From an optimization exercise on the open Yosys and OpenROAD flow, aimed at small area, a short achievable clock period and few clock cycles per item; shortcuts taken in it are not production practice.
In this exercise RTL edits were held to simulation tests only and were not proved equivalent to the original.

== cedar ==
==> flow/design.v (excerpt) <==
module bbs_generator(
    input  wire CLOCK_50,
    input  wire res,
    input  wire [63:0] seed,
    output wire [9:0] LEDR,
    output reg  valid,
    output wire [63:0] x_out,
    output wire [6:0] HEX0,
    output wire [6:0] HEX1,
    output wire [6:0] HEX2,
    output wire [6:0] HEX3,
    output wire [6:0] HEX4,
    output wire [6:0] HEX5
);
make LEC_CHECK=0 CAP_MARGIN=20 CORE_MARGIN=2 CORE_UTILIZATION=60 SETUP_SLACK_MARGIN=0.5 SLEW_MARGIN=20 SYNTH_HIERARCHICAL=1 SYNTH_MINIMUM_KEEP_SIZE=0 finish   # period 12.0 ns
run.sh (not shown) runs the stock make flow with config.mk's settings and CLKGATE_MAP_FILE= SYNTH_SCRIPT=/design/flow/synth_recipe.tcl, a recipe that flattens the netlist after the stock synthesis.
Testbench counts of cedar, summed over its fixed seeds: cycles 216, numbers 192.
--- input diff cedar..maple ---
- SETUP_SLACK_MARGIN changed from 0.5 to 3
[summary]
- maple vs. cedar: antenna diode count went up by 3.
- The higher setup slack came out of maple.
- As far as count of flip-flops with a built-in enable after synthesis goes, maple and cedar are indistinguishable; the numbers are identical.
The inputs of xenon differ from those of maple as listed below.
- CORE_UTILIZATION changed from 60 to 70
==> run summary <==
Going from maple to xenon, wire length after detailed routing increased about 0.6%, highest achievable clock rate decreased 3.3 MHz, met1 wire length decreased about 9%, number of nets in the layout decreased 51, count of nets left with antenna violations after detail routing essentially unchanged.
[xenon vs maple] count of buffers not belonging to the clock network in the layout: lower in xenon
xenon ran to completion and came out clean on the timing, design-rule and antenna checks.
xenon vs maple: post-CTS setup buffer count down by more than 10%
Worst clock skew up 7.0 ps in xenon wrt maple
Post-layout utilization of the core: xenon and maple compared, lower one is maple


JK:
bbs_generator, a different RTL version from the one above (not shown whole).
Size in the first run: about 5200 cells after synthesis, roughly 150 flip-flops, roughly 55000 um^2 of cells after synthesis.
Settings: LEC_CHECK=0, CAP_MARGIN=20, CORE_MARGIN=2, CORE_UTILIZATION=60, SETUP_SLACK_MARGIN=3, SLEW_MARGIN=20, SYNTH_HIERARCHICAL=1, SYNTH_MINIMUM_KEEP_SIZE=0; clock period 12.0 ns.
No stage failed in JK, and the final checks on the layout all came back clean.
Testbench counts of JK, summed over its fixed seeds: cycles 216, numbers 192.
Edits applied to the flow inputs when going from JK to MS:
- swapping 3 for 2 in SETUP_SLACK_MARGIN
==> comparison <==
In MS, the proportion of cell area occupied by registers came out 0.37 points above the value in JK. Delta (MS minus JK): count of clock-buffer cells in the layout shows no meaningful change, first-pass GRT wire length -3.0%, utilization now smaller. MS: met1 routed wirelength after detailed routing is about 2% lower than what JK reported. Clock period minus final worst setup slack is higher on MS.
--- input diff MS..AL ---
- SETUP_SLACK_MARGIN changed from 2 to 1.5
[summary]
Number of fill cells in the layout essentially unchanged between MS and AL.
Via count is higher on MS
Compared to MS, AL has first-iteration DRC count 33 lower.
Compared to MS, AL reaches a lower achievable clock.
Comparing the two runs side by side, AL comes out ahead of MS on sum of routed wire length over all layers.
Layout buffer count excluding clock buffers, MS and AL: larger value in MS


Another version of the RTL of bbs_generator (not shown whole).
Size in the first run: ~5300 cells after synthesis, about 150 flip-flops, roughly 180 I/O pins.
// bbs_generator
module bbs_generator(
    input  wire CLOCK_50,
    input  wire res,
    input  wire [63:0] seed,
    output wire [9:0] LEDR,
    output reg  valid,
    output wire [63:0] x_out,
    output wire [6:0] HEX0,
    output wire [6:0] HEX1,
    output wire [6:0] HEX2,
    output wire [6:0] HEX3,
    output wire [6:0] HEX4,
    output wire [6:0] HEX5
);
export LEC_CHECK = 0
export CAP_MARGIN = 20
export CORE_MARGIN = 2
export CORE_UTILIZATION = 60
export PLACE_DENSITY = 0.7
export SETUP_SLACK_MARGIN = 3
export SLEW_MARGIN = 20
export SYNTH_HIERARCHICAL = 1
export SYNTH_MINIMUM_KEEP_SIZE = 0
create_clock -name core_clock -period 12.0 [get_ports {CLOCK_50}]
The starting point completed with no timing, DRC or antenna violations.
Testbench counts at the start, summed over its fixed seeds: cycles 216, numbers 192.
Next try:
- PLACE_DENSITY: 0.7 -> unset
After rerunning: Via count went down by 1.3%. Global-route usage went up by 0.56 points. Worst setup slack loses 0.026 ns. Fmax is about the same. Final area is about the same. Core utilization went down by 0.18 points. Area after synthesis is unchanged. Critical path depth went up by 1. Clock-buffer cell count went up by 2.

[port drivers added, routing unchanged]
The flow's constraints put no driver on any port. The routed layouts listed below were extracted and timed again, unchanged, in two steps.
Step 1 sets driving cells, clkbuf_16 on the clock port and buf_2 on the other inputs (assumed; they add their load-dependent delay and slew).
Step 2, shift: input delay + t, output delay - t, t = (earliest + latest rising clock arrival at the registers) / 2. This alone moves slack from input paths to output paths.
a / b / c = ideal ports / drivers / drivers and shift; a / b = the first two.
run | t, ns | setup slack, ns | worst hold slack (ns) | worst setup path after step 2 | latest minus earliest clock arrival (ns)
cedar | 0.591 | 1.241 / 1.241 / 1.241 | 0.477 / 0.477 / 0.477 | register to register | 0.023 / 0.023
maple | 0.587 | 2.483 / 2.483 / 2.483 | 0.480 / 0.480 / 0.480 | register to register | 0.016 / 0.016
xenon | 0.566 | 2.174 / 2.174 / 2.174 | 0.482 / 0.482 / 0.482 | register to register | 0.022 / 0.022
JK | 0.587 | 3.002 / 2.928 / 2.813 | 0.481 / 0.481 / 0.481 | input to register | 0.020 / 0.020
MS | 0.590 | 2.317 / 2.268 / 2.317 | 0.481 / 0.481 / 0.481 | register to register | 0.021 / 0.020
AL | 0.589 | 1.943 / 1.939 / 1.943 | 0.481 / 0.481 / 0.481 | register to register | 0.021 / 0.022
the first run of note 3 | 0.558 | 3.036 / 3.036 / 2.812 | 0.480 / 0.480 / 0.480 | input to register | 0.016 / 0.017
the second run of note 3 | 0.577 | 3.010 / 2.995 / 2.735 | 0.482 / 0.482 / 0.482 | input to register | 0.022 / 0.022
After both steps every run listed still meets setup and hold. For the second run of note 3, which loses most, drivers alone change the setup slack by -0.015 ns; drivers and shift together by -0.275 ns.
